From an optimization exercise on the open Yosys and OpenROAD flow, aimed at small area; shortcuts taken in it are not production practice. In this exercise RTL edits were held to simulation tests only and were not proved equivalent to the original. No activity file was given, so power comes from the tool's default toggle rates.

### config.mk
export PLATFORM = sky130hd
export DESIGN_NAME = myname
export DESIGN_NICKNAME = myname
export VERILOG_FILES = /design/flow/design.v
export SDC_FILE = /design/flow/constraint.sdc
export NUM_CORES = 4
export LEC_CHECK = 0
export ABC_AREA = 1
export CAP_MARGIN = 20
export CORE_MARGIN = 2
export CORE_UTILIZATION = 40
export CTS_BUF_LIST = sky130_fd_sc_hd__clkbuf_4
export GPL_TIMING_DRIVEN = 0
export SLEW_MARGIN = 20
### constraint.sdc
create_clock -name core_clock -period 5.0 [get_ports {clk}]
set_input_delay 1.0000 -clock core_clock [delete_from_list [all_inputs] [get_ports {clk}]]
set_output_delay 1.0000 -clock core_clock [all_outputs]
set_load 0.01 [all_outputs]
### design.v
module myname(M,dotout,selout,clk,rst);
input clk;
input rst;
output wire [3:0] M;
output wire [15:0] dotout;
output reg [3:0] selout;
assign M=4'b0110;
reg [8:0] cnt;
reg [3:0] d;
wire [3:0] sel = selout;
wire [3:0] dn;
wire wrap = ~cnt[0] & ~cnt[1] & ~cnt[2] & ~cnt[4] & ~cnt[5] & ~cnt[6] & ~cnt[7];
always @(posedge clk) begin
  if(rst) begin selout<=4'd0; cnt<=9'd256; d<=4'd10; end
  else begin
    selout<=selout+4'd1;
    cnt<={cnt[7], cnt[6], cnt[5], cnt[4]^wrap, cnt[3], cnt[2], cnt[1], cnt[0]^wrap, cnt[8]^cnt[4]};
    if(wrap) d<=dn;
  end
end
wire n29, n30, n31, n32, n33, n34, n35, n36, n37, n38, n39, n40, n41, n42, n43, n44, n45, n46, n48, n49, n50, n51, n52, n53, n54, n55, n56, n57, n58, n59, n60, n61, n62, n63, n64, n65, n66, n67, n68, n69, n70, n71, n72, n73, n74, n75, n76, n77, n78, n79, n80, n81, n82, n83, n84, n85, n86, n87, n88, n89, n90, n91, n92, n93, n94, n95, n96, n97, n98, n99, n100, n101, n102, n103, n104, n105, n106, n107, n108, n109, n110, n111, n112, n113, n114, n115, n116, n117, n118, n119, n120, n121, n122, n123, n124, n125, n126, n127, n128, n129, n130, n132, n133, n134, n135, n136, n138, n139, n140, n141, n142, n143, n144, n145, n146, n147, n148, n149, n150, n151, n152, n153, n154, n155, n156, n157, n158, n159, n160, n161, n162, n165, n166, n167, n168, n169, n170, n171, n172, n174, n176, n178, n180, n181, n184, n185, n186, n187, n188, n190, n191, n192, n193, n194, n196, n198, n199, n201, n202, n203;
assign n29 = ~sel[0];
assign n30 = ~sel[1];
assign n31 = ~sel[2];
assign n32 = ~sel[3];
assign n33 = ~d[0];
assign n34 = ~d[1];
assign n35 = ~d[2];
assign n36 = ~d[3];
assign n37 = ~d[1] & ~d[3];
assign n38 = ~n37;
assign n39 = ~n35 & ~n38;
assign n40 = ~n39;
assign n41 = ~n33 | ~n39;
assign n42 = ~n30 & ~sel[2];
assign n43 = ~n42;
assign n44 = ~sel[0] & ~n32;
assign n45 = ~n44;
assign n46 = ~n42 | ~n45;
assign dotout[1] = ~n41 & ~n46;
assign n48 = ~n29 & ~sel[3];
assign n49 = ~n44 & ~n48;
assign n50 = ~n49;
assign n51 = ~n41 & ~n50;
assign n52 = ~n30 | ~sel[2];
assign n53 = ~sel[3] & ~n52;
assign n54 = ~n29 | ~n53;
assign n55 = ~n30 & ~n32;
assign n56 = ~n55;
assign n57 = ~n54 | ~n43 | ~n56;
assign n58 = ~n51 | ~n57;
assign n59 = ~d[1] | ~n36;
assign n60 = ~sel[2] & ~sel[3];
assign n61 = ~n60;
assign n62 = ~n29 & ~sel[1];
assign n63 = ~n62;
assign n64 = ~n63 | (~sel[0] & ~n30);
assign n65 = ~n31 & ~n32;
assign n66 = ~n65;
assign n67 = (~n60 | ~n64) & (~n62 | ~n65);
assign n68 = ~n59 & ~n67;
assign n69 = ~n33 & ~d[2];
assign n70 = ~n69;
assign n71 = ~n30 & ~n31;
assign n72 = ~n71;
assign n73 = ~n37 | (~n35 & ~n72);
assign n74 = ~n29 & ~n30;
assign n75 = ~n60 | ~n74;
assign n76 = ~n75;
assign n77 = ~d[0] | ~n66;
assign n78 = ~n75 | ~n77;
assign n79 = ~n73 & ~n78;
assign n80 = ~d[1] & ~n36;
assign n81 = ~n80;
assign n82 = ~n79 & (~n31 | ~n56 | ~n80);
assign n83 = ~n29 & (~n66 | ~n70);
assign n84 = ~sel[0] & ~n31;
assign n85 = ~n84;
assign n86 = ~sel[1] & (~n61 | ~n85);
assign n87 = n82 | n83 | n86;
assign n88 = n87 & (n63 | n66 | n70);
assign n89 = ~d[3] & ~n88;
assign n90 = ~sel[1] & ~sel[2];
assign n91 = ~n72 | (~sel[1] & ~sel[2]);
assign n92 = ~n34 & ~n91;
assign n93 = ~n88 | (~d[3] & ~n92);
assign n94 = ~n43 | (~n55 & ~n60);
assign n95 = ~n50 & ~n94;
assign n96 = ~n70 & ~n95;
assign n97 = ~n93 | ~n96;
assign n98 = (~n59 & ~n67) | (~n89 & ~n97);
assign n99 = ~n46 | (~n45 & ~n52);
assign n100 = ~n90 | (~n29 & ~n32);
assign n101 = n100 & d[0] & n35;
assign n102 = ~n57 & ~n85;
assign n103 = n101 & (n72 | n102);
assign n104 = ~n99 & ~n103;
assign n105 = ~n59 & ~n104;
assign n106 = n53 | n69 | n84;
assign n107 = ~n105 & (~n80 | ~n94 | ~n106);
assign n108 = ~n69 & ~sel[0] & ~n107;
assign n109 = ~n108;
assign n110 = ~sel[0] | ~d[2];
assign n111 = ~n32 & ~n90;
assign n112 = ~sel[0] & ~n35;
assign n113 = ~n110 & ~n111;
assign n114 = ~n113 & (~n111 | ~n112);
assign n115 = ~n95 & ~d[0] & ~n73;
assign n116 = ~n98 & ~n108 & (~n114 | ~n115);
assign n117 = ~n116 | ~n94 | ~d[1] | ~n36;
assign n118 = ~n32 & n99;
assign n119 = ~n80 | ~n118;
assign n120 = ~n32 & ~d[0];
assign n121 = ~n61 & ~n74;
assign n122 = ~n54 | (~n77 & ~n121);
assign n123 = ~n122 & (~n71 | ~n120 | ~n29);
assign n124 = ~d[1] & ~d[2];
assign n125 = n119 & n117 & (n70 | n81 | n123);
assign n126 = ~n58 | ~n125;
assign n127 = ~n32 & ~d[2];
assign n128 = ~n76 & ~n102;
assign n129 = (~n32 & ~d[2] & ~n100) | (~n33 & ~n128);
assign n130 = ~n98 & ~n108 & ~n129 & (~sel[1] | ~n126);
assign dotout[13] = ~n38 & ~n130;
assign n132 = (~n63 & ~dotout[13]) | (~n62 & ~n89);
assign n133 = ~n132 & (~n58 | ~n125 | ~sel[1]);
assign n134 = ~n133;
assign n135 = ~n49 & ~n64;
assign n136 = ~n135;
assign dotout[6] = ~n116 | (~n81 & ~n136);
assign n138 = n87 | n29 | sel[3];
assign n139 = ~d[0] | ~n37;
assign n140 = ~d[0] & ~d[3];
assign n141 = ~n140;
assign n142 = ~n140 & ~n43 & ~n69;
assign n143 = ~d[2] & ~n141;
assign n144 = ~n143;
assign n145 = ~n72 & ~n144;
assign n146 = ~n142 & ~n145 & (~sel[2] | ~d[3] | ~n69);
assign n147 = ~n146 & ~sel[3] & ~d[1];
assign n148 = ~n118 & ~n135;
assign n149 = ~n65 | ~n74;
assign n150 = ~d[2] & ~n139 & ~n149;
assign n151 = ~n150;
assign n152 = ~n151 | ~n119 | (~n33 & ~n40 & ~n148);
assign n153 = ~n152 & (~n139 | ~n147);
assign n154 = ~n138 & ~n153;
assign n155 = ~n154 & (~n138 | ~n153);
assign n156 = ~n155 & ~n133 & (~n69 | ~n80 | ~dotout[6]);
assign n157 = ~sel[2] | ~n37;
assign n158 = ~sel[1] | ~n157 | n156 | ~n48;
assign n159 = ~n104 | (~n36 & ~n56);
assign n160 = ~n159 | (~n36 & ~n104);
assign n161 = ~n144 & ~d[1] & ~n91;
assign n162 = ~n68 & ~n161 & (~d[1] | ~n96 | ~n160);
assign dotout[7] = ~n88 | ~n162 | ~n158 | (~n32 & ~n109);
assign dotout[5] = ~n107 | ~n134 | (~n40 & ~n123);
assign n165 = ~dotout[7] | ~dotout[5];
assign n166 = ~n165;
assign n167 = n121 & (n51 | n101);
assign n168 = ~n81 & ~n43 & ~n69;
assign n169 = ~n85 & ~n139;
assign n170 = ~n136 | (~n168 & ~n169);
assign n171 = n112 | sel[1] | n120;
assign n172 = ~n170 | (~n157 & ~n171);
assign dotout[9] = n166 | n98 | n167 | n172;
assign n174 = (d[2] | dotout[9]) & (d[0] | n127);
assign dotout[2] = n37 & n149 & (n126 | n174);
assign n176 = n57 | ~n70;
assign dotout[3] = ~n134 | (~n139 & ~n149) | (~n117 & ~n176);
assign n178 = ~n126 & ~n133 & (~n55 | ~n169);
assign dotout[4] = ~n178;
assign n180 = ~n82 & n123;
assign n181 = (~n162 & ~n180) | (~n41 & ~n171);
assign dotout[8] = n150 | n181 | n166 | (n29 & n168);
assign dotout[10] = ~n156 | (~n59 & ~n104);
assign n184 = n132 & (n36 | n91);
assign n185 = ~n31 | ~d[0] | ~n39;
assign n186 = ~n185 & n64;
assign n187 = ~n52 & ~n110;
assign n188 = ~n186 & ~n147 & (~n33 | ~n39 | ~n187);
assign dotout[11] = ~n117 | ~n188 | (~n178 & ~n184);
assign n190 = ~n36 | ~n74;
assign n191 = ~n176 & (~n125 | ~n190);
assign n192 = ~n40 & ~n87;
assign n193 = ~n41 & ~sel[0] & ~n30;
assign n194 = ~n133 & ~n191 & ~n192 & ~n193;
assign dotout[12] = ~n194 | (~n64 & ~n185);
assign n196 = ~dotout[7] & ~n187;
assign dotout[14] = (~n41 & ~n46) | (~n139 & ~n196);
assign n198 = ~n165 | (~sel[0] & ~n178);
assign n199 = ~n198 | (~sel[0] & ~n178 & ~n165);
assign dotout[15] = ~n151 | (~n40 & ~n199);
assign n201 = ~n35 & ~n140;
assign n202 = ~n37 & (~d[0] | ~n80);
assign n203 = ~n201 | ~n202;
assign dn[0] = n203 & (n201 | n202);
assign dn[1] = ~n144 | (~n81 & ~n203) | (~n34 & ~n70);
assign dn[2] = ~n201 & (~d[1] | ~n143) & (~d[0] | ~d[3]);
assign dn[3] = (~n33 & ~n81) | (~n124 & ~n141);
assign dotout[0] = 1'b0;
endmodule
### flow/run.sh
#!/bin/bash
# Own layout flow: the standard synthesis, then its combinational logic re-mapped
# with flow/abc.script (registers, their names and cell types unchanged), then
# the standard ORFS flow with single-size port buffers.
set -euo pipefail
HERE=$(pwd)
FLOWDIR=$HERE/flow
RES=$HERE/orfs/results/sky130hd/myname/base
LIB=$FLOW_HOME/platforms/sky130hd/lib/sky130_fd_sc_hd__tt_025C_1v80.lib
# the platform's don't-use cells (platforms/sky130hd/config.mk)
DONT_USE="sky130_fd_sc_hd__lpflow_bleeder_1 sky130_fd_sc_hd__lpflow_clkbufkapwr_1 sky130_fd_sc_hd__lpflow_clkbufkapwr_16 sky130_fd_sc_hd__lpflow_clkbufkapwr_2 sky130_fd_sc_hd__lpflow_clkbufkapwr_4 sky130_fd_sc_hd__lpflow_clkbufkapwr_8 sky130_fd_sc_hd__lpflow_clkinvkapwr_1 sky130_fd_sc_hd__lpflow_clkinvkapwr_16 sky130_fd_sc_hd__lpflow_clkinvkapwr_2 sky130_fd_sc_hd__lpflow_clkinvkapwr_4 sky130_fd_sc_hd__lpflow_clkinvkapwr_8 sky130_fd_sc_hd__lpflow_decapkapwr_12 sky130_fd_sc_hd__lpflow_decapkapwr_3 sky130_fd_sc_hd__lpflow_decapkapwr_4 sky130_fd_sc_hd__lpflow_decapkapwr_6 sky130_fd_sc_hd__lpflow_decapkapwr_8 sky130_fd_sc_hd__lpflow_inputiso0n_1 sky130_fd_sc_hd__lpflow_inputiso0p_1 sky130_fd_sc_hd__lpflow_inputiso1n_1 sky130_fd_sc_hd__lpflow_inputiso1p_1 sky130_fd_sc_hd__lpflow_inputisolatch_1 sky130_fd_sc_hd__lpflow_isobufsrc_1 sky130_fd_sc_hd__lpflow_isobufsrc_16 sky130_fd_sc_hd__lpflow_isobufsrc_2 sky130_fd_sc_hd__lpflow_isobufsrc_4 sky130_fd_sc_hd__lpflow_isobufsrc_8 sky130_fd_sc_hd__lpflow_isobufsrckapwr_16 sky130_fd_sc_hd__lpflow_lsbuf_lh_hl_isowell_tap_1 sky130_fd_sc_hd__lpflow_lsbuf_lh_hl_isowell_tap_2 sky130_fd_sc_hd__lpflow_lsbuf_lh_hl_isowell_tap_4 sky130_fd_sc_hd__lpflow_lsbuf_lh_isowell_4 sky130_fd_sc_hd__lpflow_lsbuf_lh_isowell_tap_1 sky130_fd_sc_hd__lpflow_lsbuf_lh_isowell_tap_2 sky130_fd_sc_hd__lpflow_lsbuf_lh_isowell_tap_4 sky130_fd_sc_hd__probe_p_8 sky130_fd_sc_hd__probec_p_8"
DU_ARGS=$(for c in $DONT_USE; do printf -- "-dont_use %s " $c; done)
EXTRA=()
[[ -f $FLOWDIR/make_args.txt ]] && mapfile -t EXTRA < <(grep -v '^#' $FLOWDIR/make_args.txt | grep .)
bash standard.sh synth > standard_synth.log 2>&1
if [[ -f $FLOWDIR/abc.script ]]; then
  cp $RES/1_2_yosys.v $HERE/std_1_2_yosys.v
  cat > remap.ys <<EOT
read_liberty -overwrite -ignore_miss_func -setattr liberty_cell $LIB
blackbox sky130_fd_sc_hd__dfxtp_1 sky130_fd_sc_hd__dfxtp_2 sky130_fd_sc_hd__dfxtp_4
read_verilog $HERE/std_1_2_yosys.v
hierarchy -top myname
flatten
rename -hide w:*.*
opt_clean -purge
delete A:liberty_cell
read_liberty -lib $LIB
abc -script $FLOWDIR/abc.script -liberty $LIB $DU_ARGS
opt_clean -purge
hilomap -singleton -hicell sky130_fd_sc_hd__conb_1 HI -locell sky130_fd_sc_hd__conb_1 LO
stat -liberty $LIB
check -assert
write_verilog -noattr -nohex -nodec $RES/1_2_yosys.v
EOT
  yosys -l remap.log remap.ys > /dev/null 2>&1
  rm -f $RES/1_synth.odb $RES/1_synth.sdc
fi
bash standard.sh "${EXTRA[@]}" finish > standard_finish.log 2>&1
### flow/abc.script
strash; dch; map -B 0.9; mfs2; strash; dch; map -B 0.9
### flow/make_args.txt
BUFFER_PORTS_ARGS=-buffer_cell sky130_fd_sc_hd__buf_1
CTS_ARGS=-sink_clustering_enable -repair_clock_nets -buf_list sky130_fd_sc_hd__clkbuf_4 -dont_use_dummy_load
SKIP_REPAIR_TIE_FANOUT=1
### standard.sh
#!/bin/bash
# synth_recipe.tcl (not shown) runs the flow's synth.tcl, then flattens the netlist and writes it again
# the make line also repeats each setting of config.mk as NAME=value (left out here)
make -C /OpenROAD-flow-scripts/flow DESIGN_CONFIG=/design/flow/config.mk WORK_HOME=/design/flow/orfs CLKGATE_MAP_FILE= SYNTH_SCRIPT=/design/flow/synth_recipe.tcl "${@:-finish}"
==> impl_metrics.ini, run 1 <==
[status]
status = complete, no violations

[drt]
viasPerCell = 5.55
vias = 1877
routedWlPerCell_um = 13.6
drtAntennaViolNets = 0
drtIter0Drc = 172
detail_route.first_pass.iterations = 4
wl_um = 4580
drc = 0

[global_route]
grtUsageTotal_pct = 24.4
grt_pass1_vias = 1764
antenna_found_initial = 0
grt_first_pass_wirelength_um = 8070
grt_overflow_total = 0
grt_max_degree = 15

[die]
die_height_um = 64.3
die_x_um = 64.3
dieArea_mm2 = 0.00413
io_pins = 26
initial_core_util_pct = 42.6
rows = 21
core_mm2 = 0.00342

[pwr]
internal_power_uw = 267
p_sw_share_pct = 49.8
vdd_drop_max_uv = 188
pwr-share-comb_pct = 52.0
seqPwrFrac_pct = 35.6
clockPowerShare_pct = 12.4
p_per_area_mw_per_mm2 = 331
p_leak_nw = 0.680
power.net_switching_uw = 265

[clocking]
clock_sinks = 17
postCtsSetupRepairBufs = 0
cts.clk_slew.worst_paths_ns = 0.07
cts_max_path_buffers = 2
cts_buffers = 3
cts_tree = built
clkLatencyLatePin_ns = 0.29
h-tree-depth = 1
cts_resized = 0
holdBufCountCts = 0
root_buffer = clkbuf_4

[worst_setup_path]
path_cells = clkinv_1, nand2_1, clkinv_1, a21oi_1, nand2_1, nand2_1, clkinv_1, nand3_1, nand4_1, nor2_1, clkinv_1, nand2_1, nor2_1, nand3_1, nand2_1, nand2_1, nand2_1, nand2_1, buf_1
path_common_cell = nand2_1
critPathKind = reg -> out
crit_family = simple AND/OR/NAND/NOR gates
critical_path.max_fanout = 11
max_stage_delay_ns = 0.56
crit_buf_inv = 5
slowest_stage = dfxtp_1
cp.arrival_ns = 3.31
worst_ep_required_time_ns = 4.00
start_kind = register
cp-end-kind = primary output

[layout]
syn_to_final_growth_pct = 10.7
n_antenna_cell = 0
layout_commonest_cell = nand2_1
drive_gt1_share_pct = 1.37
final_cell_mix = nand2_1 (70), nor2_1 (46), clkinv_1 (42)
finalNonFillerCells = 338
nNetsFinal = 296
n_fill_cell = 382

[placement]
pre_cts_slack_ns = 1.10
hpwlAfterDp_um = 3740
dp.cells = 335
io_buffers = 20
gp_congestion = 0.949

[timing]
fin_tns_setup_ns = 0
final.period_utilization_pct = 86.3
hold_viol = 0
rsz0062_at_grt = no
finalWorstSetupSlack_ns = 0.686
finalSetupViolCount = 0
slew_violations = 0
maxSlewHeadroom_pct = 64.9
max_freq_mhz = 232
fin_skew_ns = 0.0182
fin_crit_ns = 4.31
tightest_slew_ns = 0.525
hold_ws_ns = 0.405

[synthesis]
syn_nets = 271
syn_area_per_cell_um2 = 5.40
syn_inst = 269
netlist_area_mm2 = 0.00145
ys.warnings.count = 1

[hold_path]
min_path_type = reg -> reg

[run]
max-cap-violations = 0
## tightest hold or removal path, cell delays in order, from the launching register on
cell	delay, ns
dfxtp_1	0.30
clkinv_1	0.03
nor2_1	0.03
## power by group through the flow
stage,clock network [mW],logic [mW],registers (mW)
finish,0.0658,0.277,0.189
global route,0.0733,0.316,0.194
global placement,0,0.278,0.194
CTS,0.0684,0.273,0.189
floorplan,0,0.199,0.183
detailed placement,0,0.271,0.193
## registers in the layout, summed over array words and instances, names as in the netlist
register and count:
d 4, cnt 9, selout 4
## through the flow
stage	utilization, %	power (mW)	cell area, um2
after floorplan	-	0.382	1450
after global routing	47.1	0.584	1610
after CTS	47.1	0.531	1610
after detailed placement	46.4	0.464	1590
after global placement	46.4	0.472	1590
final	47.1	0.532	1610
## per-layer routing
metal / share of wire [%] / up-vias / global-route usage [%]
li1: - / 939 / -
met1: 45 / 827 / 33.2
met2: 43 / 97 / 38.5
met3: 9.2 / 14 / 2.29
met4: 3.3 / 0 / 11.7
met5: 0 / - / 0
## final timing paths
check | cells after the start | to | slack (ns) | startpoint
setup / recovery | 19 | dotout[15] | 0.69 | selout[2]
hold / removal | 2 | cnt[4] | 0.41 | cnt[3]
setup reg to reg | 5 | d[1] | 3.24 | d[2]
hold reg to reg | 2 | cnt[4] | 0.41 | cnt[3]
## cell type report
type | count | area (um2) | area share [%]
Clock buffer | 3 | 22.5 | 1.40
Inverter | 42 | 158 | 9.80
Tap cell | 46 | 57.6 | 3.58
Timing Repair Buffer | 20 | 75.1 | 4.67
Sequential cell | 17 | 340 | 21.2
Multi-Input combinational cell | 210 | 956 | 59.4
==> run 2, diff against run 1 <==
==> flow/abc.script (replaced) <==
strash; dch; map -B 0.9; mfs2; strash; dch; map -B 0.9; mfs2; strash; dch; map -B 0.9
==> impl_metrics.ini, run 2 <==
[status]
status = complete, no violations

[global_route]
grt_pass1_vias = 1727
antenna_found_initial = 0
grtUsageTotal_pct = 24.7
grt_first_pass_wirelength_um = 8180
grt_overflow_total = 0
grt_max_degree = 17

[synthesis]
netlist_area_mm2 = 0.00144
syn_inst = 261
ys.warnings.count = 1
syn_area_per_cell_um2 = 5.51
syn_nets = 263

[die]
die_x_um = 64.0
dieArea_mm2 = 0.00409
io_pins = 26
rows = 21
core_mm2 = 0.00339
initial_core_util_pct = 42.5
die_height_um = 64.0

[clocking]
cts_resized = 0
root_buffer = clkbuf_4
clock_sinks = 17
clkLatencyLatePin_ns = 0.29
holdBufCountCts = 0
h-tree-depth = 1
postCtsSetupRepairBufs = 0
cts_max_path_buffers = 2
cts_tree = built
cts.clk_slew.worst_paths_ns = 0.10
cts_buffers = 3

[layout]
n_fill_cell = 374
finalNonFillerCells = 330
layout_commonest_cell = nand2_1
syn_to_final_growth_pct = 10.8
nNetsFinal = 288
largest_register_ffs = 9
top_regs = cnt (9), d (4), selout (4)
final_cell_mix = nand2_1 (68), nor2_1 (51), clkinv_1 (38)
n_antenna_cell = 0
largest_register = cnt
drive_gt1_share_pct = 1.41

[drt]
drc = 0
vias = 1864
routedWlPerCell_um = 14.4
wl_um = 4740
detail_route.first_pass.iterations = 5
drtAntennaViolNets = 0
drtIter0Drc = 179
viasPerCell = 5.65

[hold_path]
hp-start = cnt[5]
min_path_type = reg -> reg

[timing]
tightest_slew_ns = 0.668
finalSetupViolCount = 0
slew_violations = 0
maxSlewHeadroom_pct = 54.3
max_freq_mhz = 223
fin_skew_ns = 0.0262
fin_crit_ns = 4.49
fin_tns_setup_ns = 0
rsz0062_at_grt = no
hold_viol = 0
final.period_utilization_pct = 89.8

[worst_setup_path]
cp-end-kind = primary output
critPathKind = reg -> out
crit_path_start = selout[1]
cp.arrival_ns = 3.49
start_kind = register
r2r_start = d[2]
worst_ep_required_time_ns = 4.00
critical_path.max_fanout = 16

[placement]
gp_congestion = 1.02
io_buffers = 20
dp.cells = 327
hpwlAfterDp_um = 3650

[run]
max-cap-violations = 0

[pwr]
p_leak_nw = 0.661
vdd_drop_max_uv = 220
p_per_area_mw_per_mm2 = 341
==> run 2: cell type report <==
cell class | instances | area (um2) | share of cell area [%]
Multi-Input combinational cell | 206 | 956 | 60.0
Sequential cell | 17 | 340 | 21.4
Inverter | 38 | 143 | 8.95
Timing Repair Buffer | 20 | 75.1 | 4.71
Tap cell | 46 | 57.6 | 3.61
Clock buffer | 3 | 22.5 | 1.41
==> run 2: path summary, 6_finish.rpt <==
path,to,slack (ns),cells past startpoint
max reg2reg,d[1],3.07,5
min reg2reg,cnt[6],0.39,2
min,cnt[6],0.39,2
max,dotout[11],0.51,16
==> run 2: per-layer routing <==
layer,global-route usage [%],share of wire (%),vias up
li1,-,-,914
met1,33.4,41,811
met2,38.5,44,117
met3,4.58,12,22
met4,9.51,3.7,0
met5,0,0,-
==> run 2: critical path, cell delays in order (launching register included) <==
cell       delay (ns)
dfxtp_1          0.73
nand2_1          0.34
clkinv_1         0.19
nand2_1          0.09
nand2_1          0.07
o21bai_1         0.08
nand2_1          0.17
nand2_1          0.12
nand2_1          0.10
nand3_1          0.15
nand4_1          0.17
nor2_1           0.10
nor2_1           0.20
o2111ai_1        0.20
o21ai_0          0.20
o211ai_1         0.14
buf_1            0.15
==> run 2: through the flow <==
| stage | area (um2) | worst slack [ns] | hold WS [ns] | power [mW] | util, % |
|---|---|---|---|---|---|
| 3_3_place_gp | 1570 | 0.971 | 0.383 | 0.477 | 46.4 |
| 4_1_cts | 1590 | 0.678 | 0.388 | 0.541 | 47.0 |
| 2_1_floorplan | 1440 | 1.69 | 0.383 | 0.389 | - |
| 3_5_place_dp | 1570 | 1.02 | 0.392 | 0.471 | 46.4 |
| 5_1_grt | 1590 | 0.258 | 0.386 | 0.593 | 47.0 |
| 6_report | 1590 | 0.511 | 0.386 | 0.543 | 47.0 |
==> run 2: report_power, final <==
group / switching [mW] / internal [mW] / total [mW] / leakage [nW]
logic: 0.193 / 0.0877 / 0.280 / 0.507
clock network: 0.0379 / 0.0279 / 0.0659 / 0.0138
registers: 0.0411 / 0.156 / 0.197 / 0.140
total: 0.272 / 0.272 / 0.543 / 0.661

## static timing again, ports no longer ideal
The results above use ideal ports. As a check the final layouts listed here were re-extracted and re-timed, cells and wires unchanged. Step 1 (the two cells are an assumption about what drives the block):
set clk [get_ports {clk}]
set_driving_cell -lib_cell sky130_fd_sc_hd__clkbuf_16 $clk
set_driving_cell -lib_cell sky130_fd_sc_hd__buf_2 [delete_from_list [all_inputs] $clk]
Step 2, shift: input delay + t, output delay - t, t = (earliest + latest rising clock arrival at the registers) / 2. This alone moves slack from input paths to output paths. Slacks: no drivers / after step 1 / after step 2; pairs: no drivers / after step 1.
run	t, ns	setup WS [ns]	worst setup path after step 2	worst register clock-pin slew, ns
run 1	0.299	0.686 / 0.666 / 0.966	register to output	0.10 / 0.10
run 2	0.299	0.511 / 0.490 / 0.789	register to output	0.10 / 0.10
After both steps setup and hold are still met in every run listed.
